This is an optimization exercise on Yosys and OpenROAD, whose aim is small area, not a production implementation. The flow treats the clock pin as an ideal source. Dropping or thinning the clock tree relies on that and would not hold on a real chip. Power is estimated from default activity; no workload was simulated.

== epsilon ==
Design perceptron_uart, start of the top module:
module perceptron_uart (
    input  wire rst_n,
    input  wire clk,
    input  wire rx,
    output wire tx
);
    reg [4:0] p;                  
    reg [5:0] j;                  
    wire rev_end = (p == 5'd31);
    always @(posedge clk) begin
        p <= p + 5'd1;
        j <= (j == 6'd0) ? 6'd32 : j - 6'd1;
    end
    wire rxs = rx;                
    reg rxm, txm;                 
    reg txq;                      
    reg [2:0] bc;                 
    wire clr = (bc == 3'd6);
    reg [5:0] q;                  
    reg [3:0] k;                  
    reg [1:0] op;                 
    reg bb;                       
    assign tx = txq;
    wire tick = rev_end && (q == 6'd63);
    wire idle = !rxm && !txm;
    wire start = idle && !rxs;
    reg [31:0] wr;
    reg [32:0] ir;
    wire wt = wr[0];
    wire it = ir[32];
    wire [3:0] a = p[3:0];
    wire valid = !j[5] && (j[4] != p[4]);      
    wire [3:0] tgt = {~bc[0], k[2:0]};
    wire sel_in = op[1] & op[0];
    wire [4:0] cmpv = sel_in ? {~j[4], j[3:0]} : p;
  ...
Size in the first run: about 330 cells after synthesis, roughly 110 flip-flops, roughly 4 I/O pins, ~3500 sq um of cells after synthesis.
export LEC_CHECK = 0
export CAP_MARGIN = 20
export CORE_MARGIN = 2
export CORE_UTILIZATION = 60
export SLEW_MARGIN = 20
create_clock -name core_clock -period 12.0 [get_ports {clk}]
standard.sh (not shown) runs the stock make flow with config.mk's settings and CLKGATE_MAP_FILE= SYNTH_SCRIPT=/design/flow/synth_recipe.tcl, a recipe that flattens the netlist after the stock synthesis.
==> flow/flow/run.sh <==
#!/bin/bash
# Own layout flow: the standard ORFS flow (standard.sh) with three changes:
#  - an area-oriented ABC script for the combinational logic, and adders left
#    to ABC instead of the half/full-adder map (registers are mapped exactly as
#    in the standard synthesis: the dfflibmap step is untouched);
#  - plain buf_1 cells as the port buffers;
#  - a flat clock distribution (mycts.tcl) in place of clock_tree_synthesis:
#    a few clock buffers, all fed straight from the clk port, each driving one
#    group of registers, so every register sees the same buffer delay.
# Every tool's output stays in the ORFS logs under orfs/logs; make's own output
# goes to standard.log.
set -euo pipefail
W=$(pwd)
rm -rf "$W/scripts_mod"
cp -r "$FLOW_HOME/scripts" "$W/scripts_mod"
cp "$W/flow/abc_area.script" "$W/scripts_mod/abc_area.script"
# swap the clock_tree_synthesis call for the flat distribution
sed -i "s|^log_cmd clock_tree_synthesis {\*}\$cts_args|source $W/flow/mycts.tcl|" "$W/scripts_mod/cts.tcl"
grep -q "mycts.tcl" "$W/scripts_mod/cts.tcl"
bash "$W/standard.sh" SCRIPTS_DIR="$W/scripts_mod" ABC_AREA=1 ADDER_MAP_FILE= \
    "BUFFER_PORTS_ARGS=-buffer_cell sky130_fd_sc_hd__buf_1" \
    "MY_CLK_BUF=$(cat "$W/flow/clkbuf.txt")" finish > "$W/standard.log" 2>&1
==> flow/flow/mycts.tcl <==
# Flat clock distribution, run in ORFS's CTS step instead of clock_tree_synthesis.
# MY_CLK_BUF is "<cell> <count> [<root cell>]": count leaf buffers of that cell,
# each driving one group of registers. The groups come from k-means on the
# register positions (balanced: equal group sizes); each leaf buffer is placed
# at its group's centroid. The
# leaves are fed from the clk port net, or, with a root cell, from one root
# buffer (fed from the port) placed at the leaves' centroid.
set cfg $::env(MY_CLK_BUF)
set bufcell [lindex $cfg 0]
set nbuf [lindex $cfg 1]
set rootcell [lindex $cfg 2]
set db [ord::get_db]
set block [ord::get_db_block]
set clknet [$block findNet clk]
set master [$db findMaster $bufcell]
set pts {}
foreach it [$clknet getITerms] {
  set box [[$it getInst] getBBox]
  lappend pts [list [expr {([$box xMin] + [$box xMax]) / 2.0}] [expr {([$box yMin] + [$box yMax]) / 2.0}] $it]
}
set n [llength $pts]
puts "mycts: $n clock sinks, $nbuf x $bufcell"
# seeds: spread along the sorted-by-x list, then Lloyd iterations
set sorted [lsort -real -index 0 $pts]
set cents {}
for {set g 0} {$g < $nbuf} {incr g} {
  set p [lindex $sorted [expr {int(($g + 0.5) * $n / $nbuf)}]]
  lappend cents [list [lindex $p 0] [lindex $p 1]]
}
# Lloyd iterations with balanced groups: each group takes at most
# ceil(n / nbuf) registers, assigned nearest-first.
set cap [expr {($n + $nbuf - 1) / $nbuf}]
for {set iter 0} {$iter < 30} {incr iter} {
  set cand {}
  for {set i 0} {$i < $n} {incr i} {
    set p [lindex $pts $i]
    for {set g 0} {$g < $nbuf} {incr g} {
      set c [lindex $cents $g]
      lappend cand [list [expr {abs([lindex $p 0] - [lindex $c 0]) + abs([lindex $p 1] - [lindex $c 1])}] $i $g]
    }
  }
  set cand [lsort -real -index 0 $cand]
  set taken {}
  set fill {}
  set groups {}
  for {set g 0} {$g < $nbuf} {incr g} { lappend fill 0; lappend groups {} }
  foreach c $cand {
    lassign $c d i g
    if {[dict exists $taken $i] || [lindex $fill $g] >= $cap} { continue }
    dict set taken $i 1
    lset fill $g [expr {[lindex $fill $g] + 1}]
    lset groups $g [concat [lindex $groups $g] [list [lindex $pts $i]]]
  }
  set newc {}
  for {set g 0} {$g < $nbuf} {incr g} {
    set grp [lindex $groups $g]
    if {[llength $grp] == 0} { lappend newc [lindex $cents $g]; continue }
    set sx 0.0
    set sy 0.0
    foreach p $grp { set sx [expr {$sx + [lindex $p 0]}]; set sy [expr {$sy + [lindex $p 1]}] }
    lappend newc [list [expr {$sx / [llength $grp]}] [expr {$sy / [llength $grp]}]]
  }
  set cents $newc
}
set feed $clknet
if {$rootcell ne ""} {
  set rx 0.0
  set ry 0.0
  foreach c $cents { set rx [expr {$rx + [lindex $c 0]}]; set ry [expr {$ry + [lindex $c 1]}] }
  set rinst [odb::dbInst_create $block [$db findMaster $rootcell] "clkbuf_flat_root"]
  set feed [odb::dbNet_create $block "clknet_flat_root"]
  $feed setSigType CLOCK
  [$rinst findITerm A] connect $clknet
  [$rinst findITerm X] connect $feed
  $rinst setLocation [expr {int($rx / $nbuf)}] [expr {int($ry / $nbuf)}]
  $rinst setPlacementStatus PLACED
  puts "mycts: root clkbuf_flat_root ($rootcell)"
}
for {set g 0} {$g < $nbuf} {incr g} {
  set grp [lindex $groups $g]
  if {[llength $grp] == 0} { continue }
  set c [lindex $cents $g]
  set inst [odb::dbInst_create $block $master "clkbuf_flat_$g"]
  set net [odb::dbNet_create $block "clknet_flat_$g"]
  $net setSigType CLOCK
  foreach p $grp {
    set it [lindex $p 2]
    $it disconnect
    $it connect $net
  }
  [$inst findITerm A] connect $feed
  [$inst findITerm X] connect $net
  $inst setLocation [expr {int([lindex $c 0])}] [expr {int([lindex $c 1])}]
  $inst setPlacementStatus PLACED
  puts "mycts: clkbuf_flat_$g drives [llength $grp] sinks at $c"
}
set_propagated_clock [all_clocks]
Other scripts of this flow, unchanged in this note and not shown: flow/flow/abc_area.script, flow/flow/clkbuf.txt
epsilon went all the way through synthesis, placement and routing and the layout is clean on timing, DRC and antenna.
What delta does differently from epsilon at the input level:
==> flow/flow/mycts.tcl <==
# Flat clock distribution, run in ORFS's CTS step instead of clock_tree_synthesis.
# MY_CLK_BUF is "<cell> <count>": count buffers of that cell, each fed from the
# clk port net and driving one group of registers. The groups come from k-means
# on the register positions; each buffer is placed at its group's centroid.
set cfg $::env(MY_CLK_BUF)
set bufcell [lindex $cfg 0]
set nbuf [lindex $cfg 1]
set db [ord::get_db]
set block [ord::get_db_block]
set clknet [$block findNet clk]
set master [$db findMaster $bufcell]
set pts {}
foreach it [$clknet getITerms] {
  set box [[$it getInst] getBBox]
  lappend pts [list [expr {([$box xMin] + [$box xMax]) / 2.0}] [expr {([$box yMin] + [$box yMax]) / 2.0}] $it]
}
set n [llength $pts]
puts "mycts: $n clock sinks, $nbuf x $bufcell"
# seeds: spread along the sorted-by-x list, then Lloyd iterations
set sorted [lsort -real -index 0 $pts]
set cents {}
for {set g 0} {$g < $nbuf} {incr g} {
  set p [lindex $sorted [expr {int(($g + 0.5) * $n / $nbuf)}]]
  lappend cents [list [lindex $p 0] [lindex $p 1]]
}
for {set iter 0} {$iter < 50} {incr iter} {
  set groups {}
  for {set g 0} {$g < $nbuf} {incr g} { lappend groups {} }
  foreach p $pts {
    set best 0
    set bd 1e30
    for {set g 0} {$g < $nbuf} {incr g} {
      set c [lindex $cents $g]
      set d [expr {abs([lindex $p 0] - [lindex $c 0]) + abs([lindex $p 1] - [lindex $c 1])}]
      if {$d < $bd} { set bd $d; set best $g }
    }
    lset groups $best [concat [lindex $groups $best] [list $p]]
  }
  set newc {}
  for {set g 0} {$g < $nbuf} {incr g} {
    set grp [lindex $groups $g]
    if {[llength $grp] == 0} { lappend newc [lindex $cents $g]; continue }
    set sx 0.0
    set sy 0.0
    foreach p $grp { set sx [expr {$sx + [lindex $p 0]}]; set sy [expr {$sy + [lindex $p 1]}] }
    lappend newc [list [expr {$sx / [llength $grp]}] [expr {$sy / [llength $grp]}]]
  }
  set cents $newc
}
for {set g 0} {$g < $nbuf} {incr g} {
  set grp [lindex $groups $g]
  if {[llength $grp] == 0} { continue }
  set c [lindex $cents $g]
  set inst [odb::dbInst_create $block $master "clkbuf_flat_$g"]
  set net [odb::dbNet_create $block "clknet_flat_$g"]
  $net setSigType CLOCK
  foreach p $grp {
    set it [lindex $p 2]
    $it disconnect
    $it connect $net
  }
  [$inst findITerm A] connect $clknet
  [$inst findITerm X] connect $net
  $inst setLocation [expr {int([lindex $c 0])}] [expr {int([lindex $c 1])}]
  $inst setPlacementStatus PLACED
  puts "mycts: clkbuf_flat_$g drives [llength $grp] sinks at $c"
}
set_propagated_clock [all_clocks]
## What came out
- delta vs epsilon — final critical-path share of the clock period rose 0.17 points.
- In the metrics for epsilon and delta, the one carrying the lower global-route wire length before repair is delta.
- Between epsilon and delta, the difference in combinational power is negligible.
- In the reports for epsilon and delta, the smaller clock share of power belongs to delta.
- Going from epsilon to delta, final critical delay including setup and external delays went up, maximum number of pins on one net before global-route repair went up by 9, first-pass detailed-route iteration total flat.
Function was not checked in any run of this note: the RTL went through the layout flow alone. No run of this note takes its clock network from TritonCTS; it comes from the design's own scripts or RTL.

## port drivers added, routing unchanged
How much do the figures lean on ideal ports? The routed layouts below were timed once more, with nothing changed but the port constraints.
Step 1 assumes that a clkbuf_16 drives the clock port and a buf_2 every other input.
Step 2, shift: input delay + t, output delay - t, t = (earliest + latest rising clock arrival at the registers) / 2. This alone moves slack from input paths to output paths.
Slacks: ideal / step 1 / step 2; pairs: ideal / step 1.
run | t, ns | slack for setup (ns) | hold slack, ns | worst setup path at the end
epsilon | 0.230 | 8.677 / 8.674 / 8.501 | 0.328 / 0.328 / 0.328 | input to register
delta | 0.230 | 8.657 / 8.703 / 8.482 | 0.311 / 0.311 / 0.311 | input to register
After both steps setup and hold are still met in every run listed. For epsilon, which loses most, drivers alone change the setup slack by -0.003 ns; drivers and shift together by -0.176 ns.
